From an optimization exercise on the open Yosys and OpenROAD flow, aimed at small area and a short achievable clock period; shortcuts taken in it are not production practice. RTL that was checked went through simulation tests only; none was proved equivalent to the original. Power and IR drop assume default switching activity.

==> flow/design.v <==
module fir_retimed #(
    parameter N_TAPS = 4,
    parameter DATA_WIDTH = 18,
    parameter COEFF_WIDTH = 18
) (
    input clk,
    input reset_n,
    input ena,
    input signed [DATA_WIDTH-1:0] data_in,
    output signed [(DATA_WIDTH + COEFF_WIDTH + 2)-1:0] data_out
);
    localparam KIND = 4;
    reg signed [17:0] x0, x1;
    reg signed [18:0] u;
    reg signed [20:0] s2;
    reg signed [21:0] s1;
    reg signed [21:0] s;
    reg signed [23:0] z;
    wire [18:0] u_next;
    wire [20:0] s2_next;
    wire [21:0] s1_next;
    wire [21:0] s_next;
    wire [23:0] z_next;
    pfx_add #(.W(19), .KIND(KIND)) add_u (
        .a({x0[17], x0}), .b({x1[17], x1}), .ci(1'b0), .s(u_next));
    pfx_add #(.W(21), .KIND(KIND)) add_s2 (
        .a({u, 2'b00}), .b(~{{3{x1[17]}}, x1}), .ci(1'b1), .s(s2_next));
    pfx_add #(.W(21), .KIND(KIND)) add_s1 (
        .a({s2[20], s2[20:1]}), .b({{3{x1[17]}}, x1}), .ci(1'b0), .s(s1_next[21:1]));
    assign s1_next[0] = s2[0];
    pfx_add #(.W(22), .KIND(KIND)) add_s (
        .a(s1), .b({{4{x1[17]}}, x1}), .ci(1'b0), .s(s_next));
    pfx_add #(.W(22), .KIND(KIND)) add_z (
        .a({s[21], s[21], s[21:2]}), .b(s), .ci(1'b0), .s(z_next[23:2]));
    assign z_next[1:0] = s[1:0];
    always @(posedge clk or negedge reset_n) begin
        if (!reset_n) begin
            x0 <= 18'd0;
            x1 <= 18'd0;
            u  <= 19'd0;
            s2 <= 21'd0;
            s1 <= 22'd0;
            s  <= 22'd0;
            z  <= 24'd0;
        end else if (ena) begin
            x0 <= data_in;
            x1 <= x0;
            u  <= u_next;
            s2 <= s2_next;
            s1 <= s1_next;
            s  <= s_next;
            z  <= z_next;
        end
    end
    assign data_out = {{13{z[23]}}, z, 1'b0};
endmodule
module pfx_add #(parameter W = 22, parameter KIND = 0) (
    input  [W-1:0] a,
    input  [W-1:0] b,
    input          ci,
    output [W-1:0] s
);
    reg [W-1:0] g, p, p0, gp2, pp2;
    integer i, l, j;
    always @* begin
        p0 = a ^ b;
        g  = a & b;
        p  = p0;
        g[0] = g[0] | (p[0] & ci);
        if (KIND == 0) begin
            for (l = 1; (1 << l) <= 2*W; l = l + 1)
                for (j = (1 << l) - 1; j < W; j = j + (1 << l)) begin
                    g[j] = g[j] | (p[j] & g[j - (1 << (l-1))]);
                    p[j] = p[j] & p[j - (1 << (l-1))];
                end
            for (l = 12; l > 0; l = l - 1)
                for (j = (1 << l) + (1 << (l-1)) - 1; j < W; j = j + (1 << l)) begin
                    g[j] = g[j] | (p[j] & g[j - (1 << (l-1))]);
                    p[j] = p[j] & p[j - (1 << (l-1))];
                end
        end else if (KIND == 1) begin
            for (l = 0; (1 << l) < W; l = l + 1)
                for (i = W - 1; i >= 0; i = i - 1)
                    if ((i >> l) & 1) begin
                        j = ((i >> l) << l) - 1;
                        g[i] = g[i] | (p[i] & g[j]);
                        p[i] = p[i] & p[j];
                    end
        end else if (KIND == 4) begin
            gp2 = g; pp2 = p;
            for (i = 2; i < W; i = i + 2) begin
                gp2[i] = g[i] | (p[i] & g[i-1]);
                pp2[i] = p[i] & p[i-1];
            end
            for (l = 0; (1 << l) < W; l = l + 1)
                for (i = W - 1; i >= 0; i = i - 1)
                    if ((i >> l) & 1) begin
                        j = ((i >> l) << l) - 1;
                        if (j == i - 1 && j > 0 && ((i >> (l+1)) == 0)) begin
                            g[i] = gp2[i] | (pp2[i] & g[i-2]);
                            p[i] = pp2[i] & p[i-2];
                        end else begin
                            g[i] = g[i] | (p[i] & g[j]);
                            p[i] = p[i] & p[j];
                        end
                    end
        end else if (KIND == 2) begin
            for (l = 0; (1 << l) < W; l = l + 1)
                for (i = W - 1; i >= (1 << l); i = i - 1) begin
                    g[i] = g[i] | (p[i] & g[i - (1 << l)]);
                    p[i] = p[i] & p[i - (1 << l)];
                end
        end else begin
            for (i = 1; i < W; i = i + 1)
                g[i] = g[i] | (p[i] & g[i-1]);
        end
    end
    assign s = p0 ^ {g[W-2:0], ci};
endmodule
==> flow/config.mk <==
export PLATFORM = sky130hd
export DESIGN_NAME = fir_retimed
export DESIGN_NICKNAME = fir_retimed
export VERILOG_FILES = /design/flow/design.v
export SDC_FILE = /design/flow/constraint.sdc
export NUM_CORES = 4
export LEC_CHECK = 0
export ABC_AREA = 1
export CAP_MARGIN = 0
export CORE_MARGIN = 2
export CORE_UTILIZATION = 40
export CTS_BUF_LIST = sky130_fd_sc_hd__clkbuf_8
export SETUP_SLACK_MARGIN = 2.4
export SLEW_MARGIN = 0
==> flow/constraint.sdc <==
create_clock -name core_clock -period 4.5 [get_ports {clk}]
set_input_delay 0.9000 -clock core_clock [delete_from_list [all_inputs] [get_ports {clk}]]
set_output_delay 0.9000 -clock core_clock [all_outputs]
set_load 0.01 [all_outputs]
standard.sh (not shown) runs the stock make flow with config.mk's settings and CLKGATE_MAP_FILE= SYNTH_SCRIPT=/design/flow/synth_recipe.tcl, a recipe that flattens the netlist after the stock synthesis.
==> flow/flow/run.sh <==
#!/bin/bash
# The standard layout, with plain buffers (not delay cells) on the ports.
set -euo pipefail
bash standard.sh BUFFER_PORTS_ARGS="-buffer_cell sky130_fd_sc_hd__buf_1" finish > make_finish.log 2>&1
The starting point finished clean.
Change:
==> flow/flow/run.sh (replaced) <==
#!/bin/bash
# The standard layout, with plain buffers (not delay cells) on the ports.
set -euo pipefail
bash standard.sh BUFFER_PORTS_ARGS="-buffer_cell sky130_fd_sc_hd__buf_2" finish > make_finish.log 2>&1
- CAP_MARGIN: 0 -> 20
- CTS_BUF_LIST: sky130_fd_sc_hd__clkbuf_8 -> unset
- SETUP_SLACK_MARGIN: 2.4 -> 1.8
- SLEW_MARGIN: 0 -> 20
Sequential share of layout area hardly moves.
Setup slack got worse by 0.12 ns.
Cell area came out lower by 0.56%.
Change:
==> flow/flow/run.sh (replaced) <==
#!/bin/bash
# The standard layout, with plain buffers (not delay cells) on the ports.
set -euo pipefail
bash standard.sh BUFFER_PORTS_ARGS="-buffer_cell sky130_fd_sc_hd__buf_1" finish > make_finish.log 2>&1
- CAP_MARGIN: 20 -> 0
- CTS_BUF_LIST: unset -> sky130_fd_sc_hd__clkbuf_8
- SLEW_MARGIN: 20 -> 0
Outcome:
- global-route usage fell by 0.36 points
- cell area is lower by 2.0%
- sequential share of layout area went up by 0.69 points
Function was not checked in any run of this note: the RTL went through the layout flow alone.

========
== build 74 ==
fir_retimed, a different RTL version from the one above (not shown whole).
Size in the first run: about 140 flip-flops, ~59 I/O pins, about 9600 um2 of cells after synthesis.
clock: 4.5 ns
lec_check: 0
abc_area: 1
cap_margin: 0
core_margin: 2
core_utilization: 40
cts_buf_list: sky130_fd_sc_hd__clkbuf_8
setup_slack_margin: 2.4
slew_margin: 0
==> flow/flow/run.sh <==
#!/bin/bash
# The standard layout, with plain buffers (not delay cells) on the ports and
# a clock tree with fewer, more loaded sink buffers and no dummy loads.
set -euo pipefail
bash standard.sh \
  BUFFER_PORTS_ARGS="-buffer_cell sky130_fd_sc_hd__buf_1" \
  CTS_ARGS="-sink_clustering_enable -repair_clock_nets -buf_list sky130_fd_sc_hd__clkbuf_8 -sink_buffer_max_cap_derate 0.5 -dont_use_dummy_load" \
  RECOVER_POWER=100 \
  finish > make_finish.log 2>&1
[build 74] flow finished | final checks: failed | reasons: capacitance limit, slew limit
Input changes introduced in build 67 (baseline for comparison: build 74):
==> flow/flow/run.sh <==
#!/bin/bash
# The standard layout, with plain buffers (not delay cells) on the ports and
# a clock tree with fewer, more loaded sink buffers and no dummy loads.
set -euo pipefail
bash standard.sh \
  BUFFER_PORTS_ARGS="-buffer_cell sky130_fd_sc_hd__buf_1" \
  CTS_ARGS="-sink_clustering_enable -repair_clock_nets -buf_list sky130_fd_sc_hd__clkbuf_8 -dont_use_dummy_load" \
  finish > make_finish.log 2>&1
--- a/flow/config.mk
+++ b/flow/config.mk
@@ -11,4 +11,5 @@
 export CORE_UTILIZATION = 40
 export CTS_BUF_LIST = sky130_fd_sc_hd__clkbuf_8
+export GPL_TIMING_DRIVEN = 0
 export SETUP_SLACK_MARGIN = 2.4
 export SLEW_MARGIN = 0
==> comparison <==
- Build 67: flow completed, timing, DRC and antenna clean
- Build 67 vs build 74: total power up
- Build 74 vs build 67, library cell contributing the largest single delay on the critical path: clkbuf_1 vs dfrtp_2
- On area used by sequential logic in the layout, build 74 and build 67 are basically level.
- Summary of build 67 over build 74: post-route clock period utilization moved down; global-route wire length before repair moved up; relative contribution of the clock network to total power moved down.
- Build 67 reports a higher post-synthesis to final-layout area growth than build 74 does.
- Compared with build 74, build 67 shows non-clock buffer count in the final layout that has gone up by more than half.
- Build 74 → build 67: routed length on met2 has increased, final net count went up, reported max-cap violation count went down 1, utilization picked up an extra 2.3 points.
Input-level comparison between build 51 and build 67:
--- a/flow/flow/run.sh
+++ b/flow/flow/run.sh
@@ -1,5 +1,5 @@
 #!/bin/bash
 # The standard layout, with plain buffers (not delay cells) on the ports and
-# a clock tree with fewer, more loaded sink buffers and no dummy loads.
+# no dummy loads in the clock tree.
 set -euo pipefail
 bash standard.sh \
--- a/flow/config.mk
+++ b/flow/config.mk
@@ -11,5 +11,6 @@
 export CORE_UTILIZATION = 40
 export CTS_BUF_LIST = sky130_fd_sc_hd__clkbuf_8
-export GPL_TIMING_DRIVEN = 0
+export PLACE_DENSITY_LB_ADDON = 0.2
 export SETUP_SLACK_MARGIN = 2.4
 export SLEW_MARGIN = 0
+export TNS_END_PERCENT = 20
==> summary.txt <==
Of build 51 and build 67, it is build 51 that has the higher worst hold margin.
Compared with build 67, in build 51 critical path depth lost 2; detailed router's first-iteration violation count lost 7.8%; smallest setup slack after layout picked up an extra 0.062 ns; number of buffers and inverters on the critical path lost 2; global-route track usage on met1 lost 2.9 points.
Of the two values seen for class of the most critical hold timing path, primary input to asynchronous set/reset pin was produced by build 67 and register to register by build 51.
Taking build 67 as the reference, in build 51 average via count per standard cell now sits lower, part of the total power dissipated in combinational logic now sits lower, switching power share of the total now sits higher.
--- input diff build 51..build 53 ---
--- a/flow/flow/run.sh
+++ b/flow/flow/run.sh
@@ -1,5 +1,5 @@
 #!/bin/bash
 # The standard layout, with plain buffers (not delay cells) on the ports and
-# no dummy loads in the clock tree.
+# a clock tree with fewer, more loaded sink buffers and no dummy loads.
 set -euo pipefail
 bash standard.sh \
--- a/flow/config.mk
+++ b/flow/config.mk
@@ -11,6 +11,5 @@
 export CORE_UTILIZATION = 40
 export CTS_BUF_LIST = sky130_fd_sc_hd__clkbuf_8
-export PLACE_DENSITY_LB_ADDON = 0.2
+export PLACE_DENSITY_LB_ADDON = 0.35
 export SETUP_SLACK_MARGIN = 2.4
 export SLEW_MARGIN = 0
-export TNS_END_PERCENT = 20
Results
Build 53: PASS, flow complete, no timing, DRC or antenna violations
Relative to build 51, build 53 improves wire length.
Measured against build 51, the weighted congestion reported at the end of routability-driven placement of build 53 comes out at 1.06 times the reference value.
On overall power of the completed layout, build 51 and build 53 are basically level.
Signed area change from the synthesized netlist to the final layout across build 51 and build 53: no real change.
The minimum clock period of build 53 is lower than that of build 51.
Build 53: violation count after the first detailed-routing iteration is 4 lower than what build 51 reported.
Build 53 has half-perimeter wire length after placement below what build 51 had.
Changes observed in build 53 relative to build 51: total of max-cap violations barely changed, share of cells above drive strength 1 barely changed, part of the power in the clock network barely changed, wire length of the first global-routing pass dropped 430 um.

========
## red
fir_retimed, a different RTL version from the one above (not shown whole).
Size: roughly 1100 cells after synthesis, roughly 59 I/O pins.
// fir_retimed
module fir_retimed #(
    parameter N_TAPS = 4,
    parameter DATA_WIDTH = 18,
    parameter COEFF_WIDTH = 18
) (
    input clk,
    input reset_n,
    input ena,
    input signed [DATA_WIDTH-1:0] data_in,
    output signed [(DATA_WIDTH + COEFF_WIDTH + 2)-1:0] data_out
);
==> flow/config.mk <==
export PLATFORM = sky130hd
export DESIGN_NAME = fir_retimed
export DESIGN_NICKNAME = fir_retimed
export VERILOG_FILES = /design/flow/design.v
export SDC_FILE = /design/flow/constraint.sdc
export NUM_CORES = 4
export LEC_CHECK = 0
export CAP_MARGIN = 20
export CORE_MARGIN = 2
export CORE_UTILIZATION = 40
export SETUP_SLACK_MARGIN = 1.8
export SLEW_MARGIN = 20
==> flow/constraint.sdc <==
create_clock -name core_clock -period 4.5 [get_ports {clk}]
set_input_delay 0.9000 -clock core_clock [delete_from_list [all_inputs] [get_ports {clk}]]
set_output_delay 0.9000 -clock core_clock [all_outputs]
set_load 0.01 [all_outputs]
==> flow/flow/run.sh <==
#!/bin/bash
# The standard layout, with plain buffers (not delay cells) on the ports.
set -euo pipefail
bash standard.sh BUFFER_PORTS_ARGS="-buffer_cell sky130_fd_sc_hd__buf_2" finish > make_finish.log 2>&1
> inputs changed (red -> blue)
# red
export LEC_CHECK = 0
export CAP_MARGIN = 20
export CORE_MARGIN = 2
export CORE_UTILIZATION = 40
export SETUP_SLACK_MARGIN = 1.8
export SLEW_MARGIN = 20
create_clock -name core_clock -period 4.5 [get_ports {clk}]
# blue
export LEC_CHECK = 0
export ABC_AREA = 1
export CAP_MARGIN = 20
export CORE_MARGIN = 2
export CORE_UTILIZATION = 40
export SETUP_SLACK_MARGIN = 1.8
export SLEW_MARGIN = 20
create_clock -name core_clock -period 4.5 [get_ports {clk}]
Findings:
The routed wire length reported for blue is greater than that of red by 38%.
Diff red -> blue: critical path depth went up by 3, global-route usage went up by 3.9 points.
On blue: power is 120 µW lower than what red gave.
blue ends up with higher count of buffering cells on the critical path with inverters included than red does.
Compared with red, blue shows sequential share of cell area lower by 3.1 points.
The inputs of green differ from those of blue as listed below.
# blue
export LEC_CHECK = 0
export ABC_AREA = 1
export CAP_MARGIN = 20
export CORE_MARGIN = 2
export CORE_UTILIZATION = 40
export SETUP_SLACK_MARGIN = 1.8
export SLEW_MARGIN = 20
create_clock -name core_clock -period 4.5 [get_ports {clk}]
# green
export LEC_CHECK = 0
export CAP_MARGIN = 20
export CORE_MARGIN = 2
export CORE_UTILIZATION = 40
export SLEW_MARGIN = 20
create_clock -name core_clock -period 4.5 [get_ports {clk}]
==> flow/run.sh (new file) <==
#!/bin/bash
# synth_recipe.tcl (not shown) runs the flow's synth.tcl, then flattens the netlist and writes it again
# the make line also repeats each setting of config.mk as NAME=value (left out here)
make -C /OpenROAD-flow-scripts/flow DESIGN_CONFIG=/design/flow/config.mk WORK_HOME=/design/flow/orfs CLKGATE_MAP_FILE= SYNTH_SCRIPT=/design/flow/synth_recipe.tcl finish
removed: flow/flow/run.sh
removed: flow/standard.sh
--- outcome ---
Delta (green minus blue): number of placed cells counting well taps now sits lower, adder and majority cell fraction of the synthesized area now sits higher. Going from blue to green, the final-stage net count was found to have gone down by 35%. s[16]$_DFFE_PN0P_ as the worst setup path endpoint was reported by blue, and s2[18]$_DFFE_PN0P_ by green. Re global-route usage: blue was higher than green. Diff blue -> green | number of multi-input combinational cells | down by more than a quarter.
Relative to green, the following input files were edited for orange:
# green
export LEC_CHECK = 0
export CAP_MARGIN = 20
export CORE_MARGIN = 2
export CORE_UTILIZATION = 40
export SLEW_MARGIN = 20
create_clock -name core_clock -period 4.5 [get_ports {clk}]
# orange
export LEC_CHECK = 0
export CAP_MARGIN = 20
export CORE_MARGIN = 2
export CORE_UTILIZATION = 65
export SETUP_SLACK_MARGIN = 1.8
export SLEW_MARGIN = 20
create_clock -name core_clock -period 4.5 [get_ports {clk}]
==> flow/flow/run.sh (new file) <==
#!/bin/bash
# The standard layout, with plain buffers (not delay cells) on the ports.
set -euo pipefail
bash standard.sh BUFFER_PORTS_ARGS="-buffer_cell sky130_fd_sc_hd__buf_2" finish > make_finish.log 2>&1
==> flow/standard.sh (new file) <==
#!/bin/bash
# synth_recipe.tcl (not shown) runs the flow's synth.tcl, then flattens the netlist and writes it again
# the make line also repeats each setting of config.mk as NAME=value (left out here)
make -C /OpenROAD-flow-scripts/flow DESIGN_CONFIG=/design/flow/config.mk WORK_HOME=/design/flow/orfs CLKGATE_MAP_FILE= SYNTH_SCRIPT=/design/flow/synth_recipe.tcl "${@:-finish}"
removed: flow/run.sh
Results
[compare] base=green new=orange: leakage power figure increased 1.3%; share of total power consumed by net switching flat; setup slack now larger.
orange vs green on register-to-register slack: orange is the higher one.
orange gives more fraction of standard cell area that is sequential than green did.
No functional check of the RTL was part of any run of this note.

[what the ideal ports hide]
Ports are ideal in the flow. The routed layouts listed here were re-timed in OpenROAD. Step 1: set_driving_cell puts a clkbuf_16 on clk and a buf_2 on each other input, an assumption about the parent block. Step 2 adds t to the input delays and takes it off the output delays; t is the mean of the earliest and latest rising clock arrival at the registers after step 1. Input paths then give back, and output paths get back, about the clock's delay inside the block. Three values: ideal ports, drivers, drivers and shift; two values: the first two.
| run | t, ns | setup WS [ns] | clock arrival spread, ns |
|---|---|---|---|
| the first run of note 1 | 0.485 | 2.451 / 2.414 / 2.204 | 0.013 / 0.012 |
| the second run of note 1 | 0.462 | 2.335 / 2.335 / 1.952 | 0.013 / 0.013 |
| the third run of note 1 | 0.485 | 2.341 / 2.320 / 1.872 | 0.012 / 0.012 |
| build 74 | 0.474 | 1.891 / 1.908 / 1.434 | 0.034 / 0.034 |
| build 67 | 0.482 | 2.375 / 2.338 / 2.063 | 0.024 / 0.025 |
| build 51 | 0.471 | 2.437 / 2.399 / 2.060 | 0.027 / 0.028 |
| build 53 | 0.476 | 2.463 / 2.424 / 2.140 | 0.028 / 0.027 |
| red | 0.461 | 1.842 / 1.842 / 1.625 | 0.011 / 0.011 |
| blue | 0.491 | 2.164 / 2.164 / 1.905 | 0.021 / 0.021 |
| green | 0.470 | 1.676 / 1.676 / 1.676 | 0.015 / 0.016 |
| orange | 0.466 | 1.850 / 1.850 / 1.531 | 0.007 / 0.007 |
The setup slack of the third run of note 1, which loses most, moves by -0.021 ns with the drivers and by -0.469 ns with both steps.
